From an optimization exercise on the open Yosys and OpenROAD flow, aimed at small area; shortcuts taken in it are not production practice. Function was checked by simulation only, so behaviour that the tests miss may differ from the original.

==> 09-13 <==
Design FIR_filter, start of the top module:
module FIR_filter(data_in,data_out,reset,CLK,music);
input wire signed [15:0] data_in;
output wire signed [31:0] data_out;
input reset;
input music;
input CLK;
reg [15:0] r0;
reg [15:0] r1;
reg [15:0] r2;
reg [15:0] r3;
reg [15:0] r4;
reg [15:0] r5;
reg [15:0] r6;
reg [15:0] r7;
reg [15:0] r8;
reg [15:0] r9;
reg [15:0] r10;
reg [15:0] r11;
reg [15:0] r12;
reg [15:0] r13;
reg [15:0] r14;
reg [15:0] r15;
reg [15:0] r16;
reg [15:0] r17;
reg [15:0] r18;
always @(posedge CLK or negedge reset)
  if (!reset) begin
    r0 <= 16'd0;
    r1 <= 16'd0;
    r2 <= 16'd0;
    r3 <= 16'd0;
    r4 <= 16'd0;
    r5 <= 16'd0;
    r6 <= 16'd0;
    r7 <= 16'd0;
    r8 <= 16'd0;
    r9 <= 16'd0;
    r10 <= 16'd0;
    r11 <= 16'd0;
    r12 <= 16'd0;
    r13 <= 16'd0;
    r14 <= 16'd0;
    r15 <= 16'd0;
    r16 <= 16'd0;
    r17 <= 16'd0;
    r18 <= 16'd0;
  end else begin
    r0 <= data_in;
    r1 <= r0;
    r2 <= r1;
    r3 <= r2;
    r4 <= r3;
    r5 <= r4;
    r6 <= r5;
    r7 <= r6;
    r8 <= r7;
    r9 <= r8;
    r10 <= r9;
    r11 <= r10;
    r12 <= r11;
  ...
==> flow/config.mk <==
export PLATFORM = sky130hd
export DESIGN_NAME = FIR_filter
export DESIGN_NICKNAME = FIR_filter
export VERILOG_FILES = /design/flow/design.v
export SDC_FILE = /design/flow/constraint.sdc
export NUM_CORES = 4
export LEC_CHECK = 0
export CAP_MARGIN = 20
export CORE_MARGIN = 2
export CORE_UTILIZATION = 65
export CTS_BUF_LIST = sky130_fd_sc_hd__clkbuf_8
export CTS_CLUSTER_DIAMETER = 50
export CTS_CLUSTER_SIZE = 18
export SLEW_MARGIN = 20
==> flow/constraint.sdc <==
create_clock -name core_clock -period 8.0 [get_ports {CLK}]
set_input_delay 1.6000 -clock core_clock [delete_from_list [all_inputs] [get_ports {CLK}]]
set_output_delay 1.6000 -clock core_clock [all_outputs]
set_load 0.01 [all_outputs]
standard.sh (not shown) runs the stock make flow with config.mk's settings and CLKGATE_MAP_FILE= SYNTH_SCRIPT=/design/flow/synth_recipe.tcl, a recipe that flattens the netlist after the stock synthesis.
==> flow/flow/run.sh <==
#!/bin/bash
# Standard ORFS synthesis, then a netlist pass that re-chooses the polarity
# of the full-adder cells (a full adder is self-dual) to drop the inverters
# Yosys' extract_fa leaves between adders, then the standard layout.
set -euo pipefail
W=$(pwd)
R=$W/orfs/results/$FLOW_PLATFORM/FIR_filter/base
bash standard.sh synth > $W/synth.log 2>&1
cp $R/1_2_yosys.v $W/1_2_yosys.std.v
python3 $W/flow/polar.py $W/1_2_yosys.std.v $W/1_2_yosys.pol.v > $W/polar.log 2>&1
cp $W/1_2_yosys.pol.v $R/1_2_yosys.v
rm -f $R/1_synth.odb $R/1_synth.sdc
export BUFFER_PORTS_ARGS="-buffer_cell sky130_fd_sc_hd__buf_1"
export CTS_ARGS="-sink_clustering_enable -repair_clock_nets -dont_use_dummy_load -buf_list sky130_fd_sc_hd__clkbuf_8 -sink_clustering_size 20 -sink_clustering_max_diameter 70"
bash standard.sh finish > $W/layout.log 2>&1
Other scripts of this flow, unchanged in this note and not shown: flow/flow/polar.py
==> inputs of 04-10, as changes to 09-13 <==
--- a/flow/flow/run.sh
+++ b/flow/flow/run.sh
@@ -11,5 +11,5 @@
 cp $W/1_2_yosys.pol.v $R/1_2_yosys.v
 rm -f $R/1_synth.odb $R/1_synth.sdc
 export BUFFER_PORTS_ARGS="-buffer_cell sky130_fd_sc_hd__buf_1"
-export CTS_ARGS="-sink_clustering_enable -repair_clock_nets -dont_use_dummy_load -buf_list sky130_fd_sc_hd__clkbuf_8 -sink_clustering_size 20 -sink_clustering_max_diameter 70"
+export CTS_ARGS="-sink_clustering_enable -repair_clock_nets -dont_use_dummy_load -buf_list sky130_fd_sc_hd__clkbuf_16 -sink_clustering_size 30 -sink_clustering_max_diameter 50"
 bash standard.sh finish > $W/layout.log 2>&1
==> inputs of 11-06, as changes to 09-13 <==
CORE_UTILIZATION = 70   (was 65)
CTS_BUF_LIST = not set   (was sky130_fd_sc_hd__clkbuf_8)
CTS_CLUSTER_DIAMETER = not set   (was 50)
CTS_CLUSTER_SIZE = not set   (was 18)
==> comparison table <==
| metric | 09-13 | 04-10 | 11-06 |
|---|---|---|---|
| Status | timing/DRC/antenna clean | timing/DRC/antenna clean | timing/DRC/antenna clean |
| Post-place setup slack | 0.198 ns | 0.198 ns | 0.173 ns |
| Worst setup path endpoint | cs[26] | cs[10] | cs[10] |
| # Taps | 455 | 455 | 402 |
| Number of nets in the layout | 2,003 | 2,011 | 2,001 |
| Slew at the pin with the worst max-slew slack | 0.985 ns | 1.01 ns | 0.827 ns |
| Total length of routed met3 wires | 1650 microns | 2160 microns | 2080 microns |
| Area after detailed placement | 23,400 sq um | 23,400 sq um | 23,300 sq um |
| Met2 Use GR | 44.6% | 45.1% | 48.0% |
| Vias post-DR | 9,546 | 9,701 | 9,605 |
| R2R setup slack | 0.21 ns | 0.20 ns | 0.23 ns |
| Hpwl dp | 38,500 microns | 38,500 microns | 37,800 microns |
| H-Tree Depth | 1 | 2 | 1 |
| Maximum cell stage delay along the critical path | 0.58 ns | 0.71 ns | 0.70 ns |
| Total wire length after detailed routing | 43,900 microns | 44,400 microns | 43,000 microns |

-- static timing again, ports no longer ideal --
The results above use ideal ports. As a check the final layouts listed here were re-extracted and re-timed, cells and wires unchanged. Step 1 sets driving cells, clkbuf_16 on the clock port and buf_2 on the other inputs (assumed; they add their load-dependent delay and slew). Step 2 moves the port delays by t, midway between the first and last clock arrival at a register: inputs arrive t later, outputs are due t later. That takes back most of the time a late clock gives input paths. a / b / c = ideal / step 1 / step 2; a / b = the first two.
| run | shift t [ns] | slack for setup (ns) | pins driven straight from the clock port |
|---|---|---|---|
| 09-13 | 0.653 | 0.212 / 0.212 / 0.212 | 1 |
| 04-10 | 0.582 | 0.196 / 0.196 / 0.196 | 1 |
| 11-06 | 0.625 | 0.226 / 0.226 / 0.226 | 1 |
After both steps every run listed still meets setup and hold.
